This is an optimization exercise on Yosys and OpenROAD, whose aim is small area, not a production implementation.
The RTL was checked by simulation tests, not by an equivalence proof against the original design.
The clock port is modelled as an ideal driver; clocking choices that lean on that would not hold on a real chip.
No activity file was given, so power comes from the tool's default toggle rates.

Design temp_ctrl_periph, start of the top module:
module temp_ctrl_periph (
    input  wire        clk,
    input  wire        rst,
    input  wire        spi_en,
    input  wire        spi_miso,
    output wire        spi_clk,
    output wire        spi_cs_n,
    output wire [15:0] spi_data,
    output wire        spi_status,
    input  wire        pwm_en,
    input  wire [31:0] pwm_ton,
    input  wire [31:0] pwm_tp,
    output wire        pwm_out,
    output wire [31:0] pwm_cnt,
    output wire [31:0] pwm_milli_cnt,
    input  wire [3:0]  disp_d0,
    input  wire [3:0]  disp_d1,
    input  wire [3:0]  disp_d2,
    input  wire [3:0]  disp_d3,
    output wire [6:0]  seg_out,
    output wire        seg_clk,
    output wire [3:0]  anode
);
spi_ctrl u_spi (
    .i_clk      (clk),
    .i_rst      (rst),
    .i_en       (spi_en),
    .i_miso     (spi_miso),
    .o_spi_clk  (spi_clk),
    .o_spi_cs_n (spi_cs_n),
    .o_data     (spi_data),
    .o_status   (spi_status)
);
pwm_ctrl u_pwm (
    .clk       (clk),
    .rst       (rst),
    .En        (pwm_en),
    .Ton       (pwm_ton),
    .Tp        (pwm_tp),
    .op        (pwm_out),
    .cnt_val   (pwm_cnt),
    .milli_cnt (pwm_milli_cnt)
);
sevensegment u_seg (
    .clk     (clk),
    .reset   (rst),
    .temp1   (disp_d0),
    .temp2   (disp_d1),
    .temp3   (disp_d2),
    .temp4   (disp_d3),
    .seg_out (seg_out),
    .seg_clk (seg_clk),
    .anode   (anode)
);
endmodule
Size: about 150 flip-flops, ~180 I/O pins, ~7000 µm² of cells after synthesis.
export LEC_CHECK = 0
export CAP_MARGIN = 20
export CORE_MARGIN = 2
export CORE_UTILIZATION = 60
export PLACE_DENSITY = 0.85
export SLEW_MARGIN = 20
export SYNTH_HIERARCHICAL = 1
create_clock -name core_clock -period 10.0 [get_ports {clk}]
standard.sh (not shown) runs the stock make flow with config.mk's settings and CLKGATE_MAP_FILE= SYNTH_SCRIPT=/design/flow/synth_recipe.tcl, a recipe that flattens the netlist after the stock synthesis.
==> flow/flow/run.sh <==
#!/bin/bash
# The standard layout with these changes: the port buffers are the smallest
# buffer (buf_1); after floorplan every logic cell is set to drive strength 1
# (repair_design and repair_timing size up what needs it); clock tree
# synthesis adds no dummy loads, and clock buffers whose flip-flops would see
# too slow a clock edge are made stronger (post_cts.tcl).
set -euo pipefail
here=$(pwd)
export BUFFER_PORTS_ARGS="-buffer_cell sky130_fd_sc_hd__buf_1"
export POST_FLOORPLAN_TCL="$here/flow/downsize.tcl"
export POST_CTS_TCL="$here/flow/post_cts.tcl"
export CTS_ARGS="-sink_clustering_enable -repair_clock_nets -dont_use_dummy_load -buf_list {$(cat flow/cts_bufs)} $(cat flow/cts_extra 2>/dev/null || true)"
bash standard.sh > standard.log 2>&1
==> flow/flow/cts_bufs <==
sky130_fd_sc_hd__clkbuf_4
==> flow/flow/cts_extra <==
-sink_clustering_size 10
==> flow/flow/downsize.tcl <==
# After synthesis and floorplan: put every logic cell at its smallest drive
# strength (X_1), leaving repair_design and repair_timing to size up what the
# layout needs.
set n 0
foreach inst [get_cells *] {
  set m [get_property $inst ref_name]
  if {[regexp {^(sky130_fd_sc_hd__[a-z0-9]+)_([0-9]+)$} $m -> base d]} {
    if {$d == 1 || [string match *tap* $base] || [string match *conb* $base]} { continue }
    set lc [get_lib_cells -quiet ${base}_1]
    if {$lc eq ""} { continue }
    if {[catch {replace_cell $inst $lc} err]} { puts "downsize: $inst $m: $err"; continue }
    incr n
  }
}
puts "downsize: $n cells set to drive strength 1"
==> flow/flow/post_cts.tcl <==
estimate_parasitics -placement
set big [get_lib_cells sky130_fd_sc_hd__clkbuf_8]
set n 0
foreach inst [get_cells *] {
  set m [get_property $inst ref_name]
  if {$m ne "sky130_fd_sc_hd__clkbuf_4"} { continue }
  set out [get_pins -of_objects $inst -filter "direction==output"]
  set net [get_nets -of_objects $out]
  set mx 0
  foreach p [get_pins -of_objects $net -filter "direction==input"] {
    set s [get_property $p slew_max]
    if {$s > $mx} { set mx $s }
  }
  if {$mx > 0.118} {
    replace_cell $inst $big
    incr n
  }
}
puts "post_cts: $n clock buffers set to clkbuf_8"
if {$n > 0} {
  detailed_placement
  check_placement -verbose
  estimate_parasitics -placement
}
Then changed:
PLACE_DENSITY = unset   (was 0.85)
Clock-buffer cell count stays the same.
Critical path depth stays the same.
Via count drops by about 1.8%.
Synthesized area does not change.
Die area does not change.
Utilization hardly moves.
Clock power hardly moves.
Non-clock buffer count goes up by 1.
Fmax goes down by 0.44%.

* * *

Another version of the RTL of temp_ctrl_periph (not shown whole).
For scale: ~740 cells after synthesis, roughly 150 flip-flops, about 180 I/O pins, about 0.0080 sq mm of cells after synthesis.
Settings: LEC_CHECK=0, CAP_MARGIN=20, CORE_MARGIN=2, CORE_UTILIZATION=40, SLEW_MARGIN=20; clock period 10.0 ns.
==> flow/flow/run.sh <==
#!/bin/bash
# The standard layout with these changes: the port buffers are the smallest
# buffer (buf_1); after floorplan every logic cell is set to drive strength 1
# (repair_design and repair_timing size up what needs it); clock tree
# synthesis adds no dummy loads.
set -euo pipefail
here=$(pwd)
export BUFFER_PORTS_ARGS="-buffer_cell sky130_fd_sc_hd__buf_1"
export POST_FLOORPLAN_TCL="$here/flow/downsize.tcl"
export CTS_ARGS="-sink_clustering_enable -repair_clock_nets -dont_use_dummy_load -buf_list {$(cat flow/cts_bufs)} $(cat flow/cts_extra 2>/dev/null || true)"
bash standard.sh > standard.log 2>&1
==> flow/flow/cts_bufs <==
sky130_fd_sc_hd__clkbuf_8
Scripts as last shown in full above: flow/flow/downsize.tcl
The first run completed without violations.
Change:
==> flow/flow/cts_extra (new file) <==
-sink_clustering_size 40 -sink_clustering_max_diameter 300
Wire length stays the same.
Critical path depth stays the same.
Global-route usage does not change.
Total power stays the same.

* * *

run Z:
temp_ctrl_periph, a different RTL version from the one above (not shown whole).
Size in the first run: ~600 cells after synthesis, about 150 flip-flops, ~7100 µm² of cells after synthesis.
clock: 10.0 ns
lec_check: 0
cap_margin: 20
core_margin: 2
core_utilization: 60
slew_margin: 20
synth_hierarchical: 1
==> flow/flow/run.sh <==
#!/bin/bash
# The standard layout with these changes: the port buffers are the smallest
# buffer (buf_1); after floorplan every logic cell is set to drive strength 1
# (repair_design and repair_timing size up what needs it); clock tree
# synthesis adds no dummy loads, and clock buffers whose flip-flops would see
# too slow a clock edge are made stronger (post_cts.tcl).
set -euo pipefail
here=$(pwd)
export BUFFER_PORTS_ARGS="-buffer_cell sky130_fd_sc_hd__buf_1"
export POST_FLOORPLAN_TCL="$here/flow/downsize.tcl"
export POST_CTS_TCL="$here/flow/post_cts.tcl"
export CTS_ARGS="-sink_clustering_enable -repair_clock_nets -dont_use_dummy_load -buf_list {$(cat flow/cts_bufs)} $(cat flow/cts_extra 2>/dev/null || true)"
bash standard.sh > standard.log 2>&1
==> flow/flow/cts_bufs <==
sky130_fd_sc_hd__clkbuf_4
==> flow/flow/cts_extra <==
-sink_clustering_size 10
==> flow/flow/post_cts.tcl <==
estimate_parasitics -placement
set big [get_lib_cells sky130_fd_sc_hd__clkbuf_8]
set n 0
foreach inst [get_cells *] {
  set m [get_property $inst ref_name]
  if {$m ne "sky130_fd_sc_hd__clkbuf_4"} { continue }
  set out [get_pins -of_objects $inst -filter "direction==output"]
  set net [get_nets -of_objects $out]
  set mx 0
  foreach p [get_pins -of_objects $net -filter "direction==input"] {
    set s [get_property $p slew_max]
    if {$s > $mx} { set mx $s }
  }
  if {$mx > 0.105} {
    replace_cell $inst $big
    incr n
  }
}
puts "post_cts: $n clock buffers set to clkbuf_8"
if {$n > 0} {
  detailed_placement
  check_placement -verbose
  estimate_parasitics -placement
}
Scripts as last shown in full above: flow/flow/downsize.tcl
Run Z reached the final stage; the timing, DRC and antenna checks on its layout passed.
Edits applied to the flow inputs when going from run Z to run K:
- swapping 60 for 40 in CORE_UTILIZATION
Findings:
- Of run K and run Z, it is run K that has the higher power consumption.
- Taking run Z as the reference, in run K area of the multi-input gates essentially unchanged, routed length on met2 increased 410 µm, post-placement cell area increased 1.3%, routed wire length increased about 5.5%.
- Comparing run Z against run K, there is no change at all in storage element area.
- Summary of run K over run Z: maximum clock frequency lower; internal power summed over all cells higher.
- Min final critical delay including setup and external delays across run K and run Z: run Z
- Going from run Z to run K, cell area grows by 120 µm².
- Setup slack: run K less than run Z

[what the ideal ports hide]
How much do the figures lean on ideal ports? The routed layouts below were timed once more, with nothing changed but the port constraints.
Step 1: set_driving_cell puts a clkbuf_16 on clk and a buf_2 on each other input, an assumption about the parent block.
Step 2 also shifts input and output timing later by t, the mid clock arrival at the registers, as if the neighbouring blocks saw the same clock.
Three values: no drivers, after step 1, after step 2; two values: the first two.
run | t, ns | setup WS [ns] | clock arrival spread, ns | worst slew at a driven data input, ns
the first run of note 1 | 0.423 | 0.940 / 0.952 / 0.529 | 0.031 / 0.031 | 0.06
the second run of note 1 | 0.418 | 0.900 / 0.908 / 0.490 | 0.033 / 0.032 | 0.05
the first run of note 2 | 0.459 | 6.119 / 6.084 / 5.824 | 0.028 / 0.029 | 0.06
the second run of note 2 | 0.459 | 6.119 / 6.084 / 5.824 | 0.028 / 0.029 | 0.06
run Z | 0.452 | 1.033 / 1.046 / 0.595 | 0.036 / 0.035 | 0.05
run K | 0.443 | 1.005 / 1.017 / 0.574 | 0.035 / 0.035 | 0.05
After both steps every run listed still meets setup and hold. The setup slack of run Z, which loses most, moves by +0.013 ns with the drivers and by -0.438 ns with both steps.
